This is an optimization exercise on Yosys and OpenROAD, whose aim is small area and a short achievable clock period, not a production implementation.
Function was checked by simulation only, so behaviour that the tests miss may differ from the original.
No activity file was given, so power comes from the tool's default toggle rates.

== garnet ==
## sha256_pipe3
module sha256_pipe3 ( clk, state, state2, data, hash );
	input clk;
	input [255:0] state, state2;
	input [511:0] data;
	output reg [255:0] hash;
	localparam [31:0] K0 = 32'h428a2f98;
	localparam [31:0] K1 = 32'h71374491;
	localparam [31:0] K2 = 32'hb5c0fbcf;
	function [31:0] f_E0;
		input [31:0] x;
		f_E0 = {x[1:0],x[31:2]} ^ {x[12:0],x[31:13]} ^ {x[21:0],x[31:22]};
	endfunction
	function [31:0] f_E1;
		input [31:0] x;
		f_E1 = {x[5:0],x[31:6]} ^ {x[10:0],x[31:11]} ^ {x[24:0],x[31:25]};
	endfunction
	function [31:0] f_ch;
		input [31:0] x, y, z;
		f_ch = z ^ (x & (y ^ z));
	endfunction
	function [31:0] f_maj;
		input [31:0] x, y, z;
		f_maj = (x & y) | (z & (x | y));
	endfunction
	function [63:0] csa;
		input [31:0] x, y, z;
		begin
			csa[31:0]  = x ^ y ^ z;
			csa[63:32] = {((x[30:0] & y[30:0]) | (z[30:0] & (x[30:0] | y[30:0]))), 1'b0};
		end
	endfunction
	function [63:0] to_pg;
		input [63:0] cs;
		to_pg = {cs[31:0] & cs[63:32], cs[31:0] ^ cs[63:32]};
	endfunction
	function [31:0] add_pg;
		input [63:0] pg;
		reg [31:0] G, P;
		integer i, l;
		begin
			P = pg[31:0];
			G = pg[63:32];
			for (l = 1; l < 32; l = l * 2)
				for (i = 31; i >= 0; i = i - 1)
					if ((i / l) % 2 == 1) begin
						G[i] = G[i] | (P[i] & G[(i / l) * l - 1]);
						P[i] = P[i] & P[(i / l) * l - 1];
					end
			add_pg = pg[31:0] ^ {G[30:0], 1'b0};
		end
	endfunction
	wire [31:0] i_a = state[31:0];
	wire [31:0] i_b = state[63:32];
	wire [31:0] i_c = state[95:64];
	wire [31:0] i_d = state[127:96];
	wire [31:0] i_e = state[159:128];
	wire [31:0] i_f = state[191:160];
	wire [31:0] i_g = state[223:192];
  ...
For scale: about 8,500 cells after synthesis, ~2,400 flip-flops, about 82,000 sq um of cells after synthesis.
export LEC_CHECK = 0
export CAP_MARGIN = 20
export CORE_MARGIN = 2
export CORE_UTILIZATION = 40
export CTS_BUF_LIST = sky130_fd_sc_hd__clkbuf_16
export CTS_CLUSTER_DIAMETER = 50
export CTS_CLUSTER_SIZE = 32
export SETUP_SLACK_MARGIN = 1.9
export SLEW_MARGIN = 20
create_clock -name core_clock -period 4.2 [get_ports {clk}]
standard.sh (not shown) runs the stock make flow with config.mk's settings and CLKGATE_MAP_FILE= SYNTH_SCRIPT=/design/flow/synth_recipe.tcl, a recipe that flattens the netlist after the stock synthesis.
==> flow/flow/run.sh <==
#!/bin/bash
# Standard ORFS flow (standard.sh) with two changes:
#  - synthesis maps the logic with a delay-driven ABC script (flow/map.abc) and does not
#    pre-map adders to full/half-adder cells; registers and names are as in the standard synthesis
#  - port buffers are sky130_fd_sc_hd__buf_2
set -euo pipefail
W=$(pwd)
{
  echo 'proc abc {args} {'
  echo '  set i [lsearch $args -script]'
  echo '  if {$i >= 0} { set args [lreplace $args $i [expr {$i+1}]] }'
  echo "  yosys abc {*}\$args -script $W/flow/map.abc"
  echo '}'
  cat synth_recipe.tcl
} > my_synth.tcl
sed -e "s#SYNTH_SCRIPT=[^ ]*#SYNTH_SCRIPT=$W/my_synth.tcl ADDER_MAP_FILE= MATCH_CELL_FOOTPRINT=0#" standard.sh > my_standard.sh
export BUFFER_PORTS_ARGS="-buffer_cell sky130_fd_sc_hd__buf_2"
bash my_standard.sh > flow_make.log 2>&1
==> flow/flow/map.abc <==
strash
dch
map -D 1500
buffer -p
upsize -D 1500
dnsize -D 1500
diff inputs: garnet => xenon
diff --git a/flow/design.v b/flow/design.v
--- a/flow/design.v
+++ b/flow/design.v
@@ -35,25 +35,24 @@
 		to_pg = {cs[31:0] & cs[63:32], cs[31:0] ^ cs[63:32]};
 	endfunction
 	function [31:0] add_pg;
 		input [63:0] pg;
 		reg [31:0] G, P;
 		integer i, l;
 		begin
 			P = pg[31:0];
 			G = pg[63:32];
 			for (l = 1; l < 32; l = l * 2)
-				for (i = 31; i >= 0; i = i - 1)
-					if ((i / l) % 2 == 1) begin
-						G[i] = G[i] | (P[i] & G[(i / l) * l - 1]);
-						P[i] = P[i] & P[(i / l) * l - 1];
-					end
+				for (i = 31; i >= l; i = i - 1) begin
+					G[i] = G[i] | (P[i] & G[i-l]);
+					P[i] = P[i] & P[i-l];
+				end
 			add_pg = pg[31:0] ^ {G[30:0], 1'b0};
 		end
 	endfunction
 	wire [31:0] i_a = state[31:0];
 	wire [31:0] i_b = state[63:32];
 	wire [31:0] i_c = state[95:64];
 	wire [31:0] i_d = state[127:96];
 	wire [31:0] i_e = state[159:128];
 	wire [31:0] i_f = state[191:160];
 	wire [31:0] i_g = state[223:192];
@@ -64,74 +63,73 @@
 	wire [31:0] r0_ch = f_ch(i_e, i_f, i_g);
 	wire [31:0] r0_s1 = f_E1(i_e);
 	wire [63:0] r0_p  = csa(i_h, w0, K0);                           
 	wire [63:0] r0_pd = csa(r0_p[31:0], r0_p[63:32], i_d);
 	wire [63:0] r0_q  = csa(r0_pd[31:0], r0_pd[63:32], r0_ch);
 	wire [63:0] r0_e  = csa(r0_q[31:0], r0_q[63:32], r0_s1);       
 	wire [63:0] r0_v  = csa(r0_p[31:0], r0_p[63:32], r0_ch);
 	wire [63:0] r0_w  = csa(f_maj(i_a, i_b, i_c), r0_s1, f_E0(i_a));
 	wire [63:0] r0_x  = csa(r0_v[31:0], r0_v[63:32], r0_w[31:0]);
 	wire [63:0] r0_a  = csa(r0_x[31:0], r0_x[63:32], r0_w[63:32]);  
-	reg [31:0] s1_a, s1_b, s1_c, s1_e, s1_f, s1_w2;
-	reg [63:0] s1_e1, s1_a1, s1_h1;
+	reg [31:0] s1_a, s1_b, s1_c, s1_e, s1_f, s1_h1, s1_h2;
+	reg [63:0] s1_e1, s1_a1;
 	always @(posedge clk) begin
 		s1_a  <= i_a;
 		s1_b  <= i_b;
 		s1_c  <= i_c;
 		s1_e  <= i_e;
 		s1_f  <= i_f;
 		s1_e1 <= to_pg(r0_e);
 		s1_a1 <= r0_a;
-		s1_h1 <= csa(i_g, w1, K1);
-		s1_w2 <= w2;
+		s1_h1 <= i_g + w1 + K1;
+		s1_h2 <= i_f + w2 + K2;
 	end
-	reg [31:0] s2_a, s2_b, s2_c, s2_e, s2_f, s2_e1, s2_a1, s2_h1;
-	reg [63:0] s2_h2;
+	reg [31:0] s2_a, s2_b, s2_c, s2_e, s2_f, s2_e1, s2_a1, s2_h1, s2_h2;
 	always @(posedge clk) begin
 		s2_a  <= s1_a;
 		s2_b  <= s1_b;
 		s2_c  <= s1_c;
 		s2_e  <= s1_e;
 		s2_f  <= s1_f;
 		s2_e1 <= add_pg(s1_e1);
-		s2_a1 <= add_pg(to_pg(s1_a1));
-		s2_h1 <= add_pg(to_pg(s1_h1));
-		s2_h2 <= csa(s1_f, s1_w2, K2);
+		s2_a1 <= s1_a1[31:0] + s1_a1[63:32];
+		s2_h1 <= s1_h1;
+		s2_h2 <= s1_h2;
 	end
 	wire [31:0] r1_ch = f_ch(s2_e1, s2_e, s2_f);
 	wire [63:0] r1_p  = csa(s2_h1, s2_c, r1_ch);
 	wire [63:0] r1_e  = csa(r1_p[31:0], r1_p[63:32], f_E1(s2_e1));
 	wire [63:0] r1_q  = csa(s2_h1, r1_ch, f_maj(s2_a1, s2_a, s2_b));
 	wire [63:0] r1_u  = csa(f_E1(s2_e1), f_E0(s2_a1), r1_q[31:0]);
 	wire [63:0] r1_a  = csa(r1_u[31:0], r1_u[63:32], r1_q[63:32]);
 	reg [31:0] s3_a, s3_b, s3_e, s3_e1, s3_a1, s3_h2;
 	reg [63:0] s3_e2, s3_a2;
 	always @(posedge clk) begin
 		s3_a  <= s2_a;
 		s3_b  <= s2_b;
 		s3_e  <= s2_e;
 		s3_e1 <= s2_e1;
 		s3_a1 <= s2_a1;
-		s3_h2 <= add_pg(to_pg(s2_h2));
+		s3_h2 <= s2_h2;
 		s3_e2 <= to_pg(r1_e);
 		s3_a2 <= r1_a;
 	end
 	reg [31:0] s4_a, s4_b, s4_e, s4_e1, s4_a1, s4_h2, s4_e2, s4_a2;
 	always @(posedge clk) begin
 		s4_a  <= s3_a;
 		s4_b  <= s3_b;
 		s4_e  <= s3_e;
 		s4_e1 <= s3_e1;
 		s4_a1 <= s3_a1;
 		s4_h2 <= s3_h2;
 		s4_e2 <= add_pg(s3_e2);
-		s4_a2 <= add_pg(to_pg(s3_a2));
+		s4_a2 <= s3_a2[31:0] + s3_a2[63:32];
 	end
 	wire [31:0] r2_ch = f_ch(s4_e2, s4_e1, s4_e);
 	wire [63:0] r2_p  = csa(s4_h2, s4_b, r2_ch);
 	wire [63:0] r2_e  = csa(r2_p[31:0], r2_p[63:32], f_E1(s4_e2));
 	wire [63:0] r2_q  = csa(s4_h2, r2_ch, f_maj(s4_a2, s4_a1, s4_a));
 	wire [63:0] r2_u  = csa(f_E1(s4_e2), f_E0(s4_a2), r2_q[31:0]);
 	wire [63:0] r2_a  = csa(r2_u[31:0], r2_u[63:32], r2_q[63:32]);
 	reg [31:0] s5_a, s5_e, s5_e1, s5_a1, s5_e2, s5_a2;
 	reg [63:0] s5_e3, s5_a3;
 	always @(posedge clk) begin
## What came out
Clock power for xenon is lower than for garnet. When the final numbers for garnet and xenon were put side by side, the clock network area share turned out to be smaller in xenon. Weighted congestion reported at the end of routability-driven placement (higher): xenon. | utilization of the core after routing | xenon vs garnet | 0.32 points lower |. Both conditions hold for xenon: the flow ran to the end and the final layout passed the timing, design-rule and antenna checks. Proportion of power drawn by the clock network for xenon: 1.5 points down relative to garnet. Comparing the two runs side by side, xenon comes out ahead of garnet on clock skew. Going from garnet to xenon, via count went up about 6%, post-route minimum period went down 4.4 ps, first-pass GRT wire length went up 12%, share of post-route cells with drive strength above 1 held, layout-stage area growth over the synthesis result went down 0.27 points.

==> static timing again, ports no longer ideal <==
The flow's constraints put no driver on any port. The routed layouts listed below were extracted and timed again, unchanged, in two steps. Step 1 assumes that a clkbuf_16 drives the clock port and a buf_2 every other input. Step 2 also shifts input and output timing later by t, the mid clock arrival at the registers, as if the neighbouring blocks saw the same clock. Slacks: ideal ports / drivers / drivers and shift; pairs: ideal ports / drivers.
| run | t, ns | setup WS [ns] | hold WS [ns] | pins driven straight from the clock port |
|---|---|---|---|---|
| garnet | 0.939 | 1.883 / 1.883 / 1.064 | 0.087 / 0.028 / 0.287 | 1 |
| xenon | 0.939 | 1.888 / 1.863 / 0.962 | 0.090 / 0.051 / 0.294 | 1 |
After both steps setup and hold are still met in every run listed. For xenon, which loses most, drivers alone change the setup slack by -0.025 ns; drivers and shift together by -0.926 ns.
